Context: an optimization exercise on an open-source flow, tuned for small area. The choices shown serve that exercise and are no tape-out recipe. In this exercise RTL edits were held to simulation tests only and were not proved equivalent to the original. Power figures rest on the tool's default switching activity, not on a simulated workload.

==> inputs of onyx <==
## registers_32x32
module registers_32x32
  (
   input       clk_i,
   input       reset_ni,
   input       write_enable_i,
   input [4:0] register_addr_a_i,
   input [4:0] register_addr_b_i,
   input [4:0] register_write_i,
   input [31:0] write_data_i,
   output [31:0] read_data_a_o,
   output [31:0] read_data_b_o
   );
==> module mux32, before the edit <==
module mux32
  (
   input [4:0] sel_i,
   input [31:0] data_i,
   output data_o
   );
   genvar i;
   wire [1:0] data_mux16_w;
   wire       data_mux32_w;
   assign data_mux32_w = (sel_i[4]) ? data_mux16_w[1] : data_mux16_w[0];
   assign data_o = data_mux32_w;
generate
   for(i=0;i<2;i=i+1)
     begin : mux16
	mux16 mux16
	 (
	  .sel_i(sel_i[3:0]),
	  .data_i(data_i[(i*16+15)-:16]),
	  .data_o(data_mux16_w[i])
	  );
     end 
endgenerate  
endmodule
==> module mux16, before the edit <==
module mux16
  (
   input [3:0] 	sel_i,
   input [15:0] data_i,
   output 	data_o
   );
   genvar 	i;
   wire [3:0] 	data_mux4_w;
   wire [1:0] 	data_mux8_w;
   wire 	data_mux16_w;
   assign data_mux8_w[0] = (sel_i[2]) ? data_mux4_w[1] : data_mux4_w[0];
   assign data_mux8_w[1] = (sel_i[2]) ? data_mux4_w[3] : data_mux4_w[2];
   assign data_mux16_w = (sel_i[3]) ? data_mux8_w[1] : data_mux8_w[0];
generate
   for(i=0;i<4;i=i+1)
     begin : mux4
	mux4 mux4
	 (
	  .sel_i(sel_i[1:0]),
	  .data_i(data_i[(i*4+3)-:4]),
	  .data_o(data_mux4_w[i])
	  );
     end 
endgenerate
   assign data_o = data_mux16_w;
endmodule
==> module mux4, before the edit <==
module mux4
  (
   input [1:0] sel_i,
   input [3:0] data_i,
   output data_o
   );
   reg 	  data_v;
   always @(*)
     case(sel_i)
       2'b00 : data_v = data_i[0];
       2'b01 : data_v = data_i[1];
       2'b10 : data_v = data_i[2];
       2'b11 : data_v = data_i[3];
     endcase
   assign data_o = data_v;
endmodule
==> module registers_32x32, before the edit <==
module registers_32x32
  (
   input       clk_i,
   input       reset_ni,
   input       write_enable_i,
   input [4:0] register_addr_a_i,
   input [4:0] register_addr_b_i,
   input [4:0] register_write_i,
   input [31:0] write_data_i,
   output [31:0] read_data_a_o,
   output [31:0] read_data_b_o
   );
   integer 	 i;
   wire [4:0] 	 enable_data_w;
   reg 		 enable_register_v [1:31];
   reg [31:0] 	 register [1:31];
   assign enable_data_w = register_write_i & {5{write_enable_i}};
   always @(*)
     begin
	for(i=1;i<32;i=i+1)
	  begin
	     enable_register_v[i] = 1'b0;
	  end
	for(i=1;i<32;i=i+1)
	  begin
	     if (enable_data_w == i) enable_register_v[i] = 1'b1;
	  end 
     end 
   always @(posedge clk_i or negedge reset_ni)
     begin
	if (!reset_ni)
	  for(i=1;i<32;i=i+1)
	    begin
	       register[i] <= 32'b0;
	    end
	else
	  for(i=1;i<32;i=i+1)
	    begin
	       if (enable_register_v[i])
		 begin
		    register[i] <= write_data_i;
		 end
	    end 
     end 
   wire [31:0] decoded_read_a_data_w;
   wire [31:0] decoded_read_b_data_w;
   genvar      j;
generate
   for(j=0;j<32;j=j+1)
     begin : multiplexer
	mux32 mux32_a
	 (
	  .sel_i(register_addr_a_i),
	  .data_i({register[31][j],
		   register[30][j],
		   register[29][j],
		   register[28][j],
		   register[27][j],
		   register[26][j],
		   register[25][j],
		   register[24][j],
		   register[23][j],
		   register[22][j],
		   register[21][j],
		   register[20][j],
		   register[19][j],
		   register[18][j],
		   register[17][j],
		   register[16][j],
		   register[15][j],
		   register[14][j],
		   register[13][j],
		   register[12][j],
		   register[11][j],
		   register[10][j],
		   register[9][j],
		   register[8][j],
		   register[7][j],
		   register[6][j],
		   register[5][j],
		   register[4][j],
		   register[3][j],
		   register[2][j],
		   register[1][j],
		   1'b0}),
	  .data_o(decoded_read_a_data_w[j])
	  );
	mux32 mux32_b
	 (
	  .sel_i(register_addr_b_i),
	  .data_i({register[31][j],
		   register[30][j],
		   register[29][j],
		   register[28][j],
		   register[27][j],
		   register[26][j],
		   register[25][j],
		   register[24][j],
		   register[23][j],
		   register[22][j],
		   register[21][j],
		   register[20][j],
		   register[19][j],
		   register[18][j],
		   register[17][j],
		   register[16][j],
		   register[15][j],
		   register[14][j],
		   register[13][j],
		   register[12][j],
		   register[11][j],
		   register[10][j],
		   register[9][j],
		   register[8][j],
		   register[7][j],
		   register[6][j],
		   register[5][j],
		   register[4][j],
		   register[3][j],
		   register[2][j],
		   register[1][j],
		   1'b0}),
	  .data_o(decoded_read_b_data_w[j])
	  );
     end 
endgenerate 
   assign read_data_a_o = decoded_read_a_data_w;
   assign read_data_b_o = decoded_read_b_data_w;
endmodule 
export LEC_CHECK = 0
export CAP_MARGIN = 20
export CORE_MARGIN = 2
export CORE_UTILIZATION = 40
export SLEW_MARGIN = 20
create_clock -name core_clock -period 6.0 [get_ports {clk_i}]
run.sh (not shown) runs the stock make flow with config.mk's settings and CLKGATE_MAP_FILE= SYNTH_SCRIPT=/design/flow/synth_recipe.tcl, a recipe that flattens the netlist after the stock synthesis.
==> inputs of zinc, as changes to onyx <==
==> flow/design.v (replaced) <==
module mux32
  (
   input [4:0]  sel_i,
   input [31:0] data_i,
   output       data_o
   );
   assign data_o = data_i[sel_i];
endmodule
module registers_32x32
  (
   input         clk_i,
   input         reset_ni,
   input         write_enable_i,
   input [4:0]   register_addr_a_i,
   input [4:0]   register_addr_b_i,
   input [4:0]   register_write_i,
   input [31:0]  write_data_i,
   output [31:0] read_data_a_o,
   output [31:0] read_data_b_o
   );
   wire [31:0] data_w [1:31];
   reg [31:1]  valid_q;
   wire [31:1] write_w;
   wire [31:1] hold_w;
   wire [31:1] sel_a_w;
   wire [31:1] sel_b_w;
   genvar r, b, g;
generate
   for (r = 1; r < 32; r = r + 1)
     begin : reg_g
        assign write_w[r] = write_enable_i & (register_write_i == r);
        assign hold_w[r]  = ~write_w[r];
        assign sel_a_w[r] = valid_q[r] & (register_addr_a_i == r);
        assign sel_b_w[r] = valid_q[r] & (register_addr_b_i == r);
        reg [31:0]  data_q;
        wire [31:0] next_w;
        for (b = 0; b < 32; b = b + 1)
          begin : bit_g
             rf_ao22 next
               (.a_i(write_w[r]), .b_i(write_data_i[b]),
                .c_i(hold_w[r]),  .d_i(data_q[b]),
                .y_o(next_w[b]));
          end
        always @(posedge clk_i)
          data_q <= next_w;
        assign data_w[r] = data_q;
        always @(posedge clk_i or negedge reset_ni)
          if (!reset_ni)
            valid_q[r] <= 1'b0;
          else if (write_w[r])
            valid_q[r] <= 1'b1;
     end
   for (b = 0; b < 32; b = b + 1)
     begin : bit_g
        wire [10:0] grp_a_n;
        wire [10:0] grp_b_n;
        for (g = 0; g < 10; g = g + 1)
          begin : grp_g
             rf_aoi222 aoi_a
               (.s_i({sel_a_w[3*g+3], sel_a_w[3*g+2], sel_a_w[3*g+1]}),
                .d_i({data_w[3*g+3][b], data_w[3*g+2][b], data_w[3*g+1][b]}),
                .y_no(grp_a_n[g]));
             rf_aoi222 aoi_b
               (.s_i({sel_b_w[3*g+3], sel_b_w[3*g+2], sel_b_w[3*g+1]}),
                .d_i({data_w[3*g+3][b], data_w[3*g+2][b], data_w[3*g+1][b]}),
                .y_no(grp_b_n[g]));
          end
        assign grp_a_n[10] = ~(sel_a_w[31] & data_w[31][b]);
        assign grp_b_n[10] = ~(sel_b_w[31] & data_w[31][b]);
        rf_nand11 nand_a (.a_ni(grp_a_n), .y_o(read_data_a_o[b]));
        rf_nand11 nand_b (.a_ni(grp_b_n), .y_o(read_data_b_o[b]));
     end
endgenerate
endmodule
module rf_ao22
  (
   input  a_i,
   input  b_i,
   input  c_i,
   input  d_i,
   output y_o
   );
   assign y_o = (a_i & b_i) | (c_i & d_i);
endmodule
module rf_aoi222
  (
   input [2:0] s_i,
   input [2:0] d_i,
   output      y_no
   );
   assign y_no = ~|(s_i & d_i);
endmodule
module rf_nand11
  (
   input [10:0] a_ni,
   output       y_o
   );
   assign y_o = ~&a_ni;
endmodule
CORE_UTILIZATION = 55   (was 40)
SYNTH_HIERARCHICAL = 1   (was default)
==> notes <==
zinc ran to the end with no violations. onyx went through all stages and came out clean.
In zinc the worst setup slack is worse than in onyx, by 0.30 ns.
Against zinc, the via count of onyx is smaller by 9.0%.
Between zinc and onyx, the lower hold slack is in zinc (gap 0.0076 ns).
Of zinc and onyx, onyx has the higher final cell count (gap about 23%, measured against onyx).
First-iteration DRC count: onyx is smaller than zinc (about 70%).
Wire length: zinc is higher than onyx (6.7%).
In zinc the combinational power is smaller than in onyx, by about 40%.
Of zinc and onyx, zinc has the higher clock power (gap about 0.7%, measured against onyx).
Against onyx, the sequential share of layout area of zinc is higher by 3.9 points.
Of onyx and zinc, zinc has the higher non-clock buffer count (gap 18).
Clock skew is the same in zinc and onyx.
==> figures <==
metric                                                                   zinc                      onyx
Portion of netlist area occupied by mux cells                               0                     0.383
Filler-free cell count of the finished design                            4616                      6029
Seq pwr share                                                           0.506                     0.449
Critical R2R Launch                                               valid_q[27]            register[3][4]
Initial drt markers                                                     10900                      3095
Number of nets in the finished design                                    3625                      4114
Measured slew at the worst slew-check pin                             1.31 ns                   1.14 ns
Power attributed to combinational cells                               2.22 mW                   3.80 mW
Clk pwr                                                               6.84 mW                   6.79 mW
Gate count after technology mapping                                      3230                      4209
Post-detailed-placement cell area                                  43000 um^2                58400 um^2
Buffer share of cell area                                              0.0614                    0.0434
Area taken by flip-flops and latches                               20600 um^2                24800 um^2
Number of buffers created by CTS                                          105                       111
Number of inserted filler cells in the final layout                      5342                     12600
Net switching power                                                   4.99 mW                   5.28 mW
Leading register cell type out of synthesis          sky130_fd_sc_hd__dfxtp_1  sky130_fd_sc_hd__dfrtp_1
Run status                                   no timing/DRC/antenna violations  no timing/DRC/antenna violations
Worst-case headroom to the max-slew limit                               0.123                     0.240
Hold path startpoint                                              valid_q[24]          register[11][26]
Number of clock buffers in the layout                                     158                       166
Final Power                                                           18.4 mW                   19.2 mW
Initial core utilization                                                0.557                     0.402

## separate check: timing with driven ports
The flow's constraints put no driver on any port. The routed layouts listed below were extracted and timed again, unchanged, in two steps.
Step 1 (the two cells are an assumption about what drives the block):
set clk [get_ports {clk_i}]
set_driving_cell -lib_cell sky130_fd_sc_hd__clkbuf_16 $clk
set_driving_cell -lib_cell sky130_fd_sc_hd__buf_2 [delete_from_list [all_inputs] $clk]
Step 2 also shifts input and output timing later by t, the mid clock arrival at the registers, as if the neighbouring blocks saw the same clock.
Three values: ideal, step 1, step 2; two values: the first two.
run | t, ns | setup slack, ns | worst setup path at the end
onyx | 0.794 | 0.322 / 0.266 / 0.266 | input to output
zinc | 0.755 | 0.024 / -0.009 / -0.009 | input to output
Met with ideal ports but missed after step 2: setup timing in zinc. For onyx, which loses most, drivers alone change the setup slack by -0.056 ns; drivers and shift together by -0.056 ns.
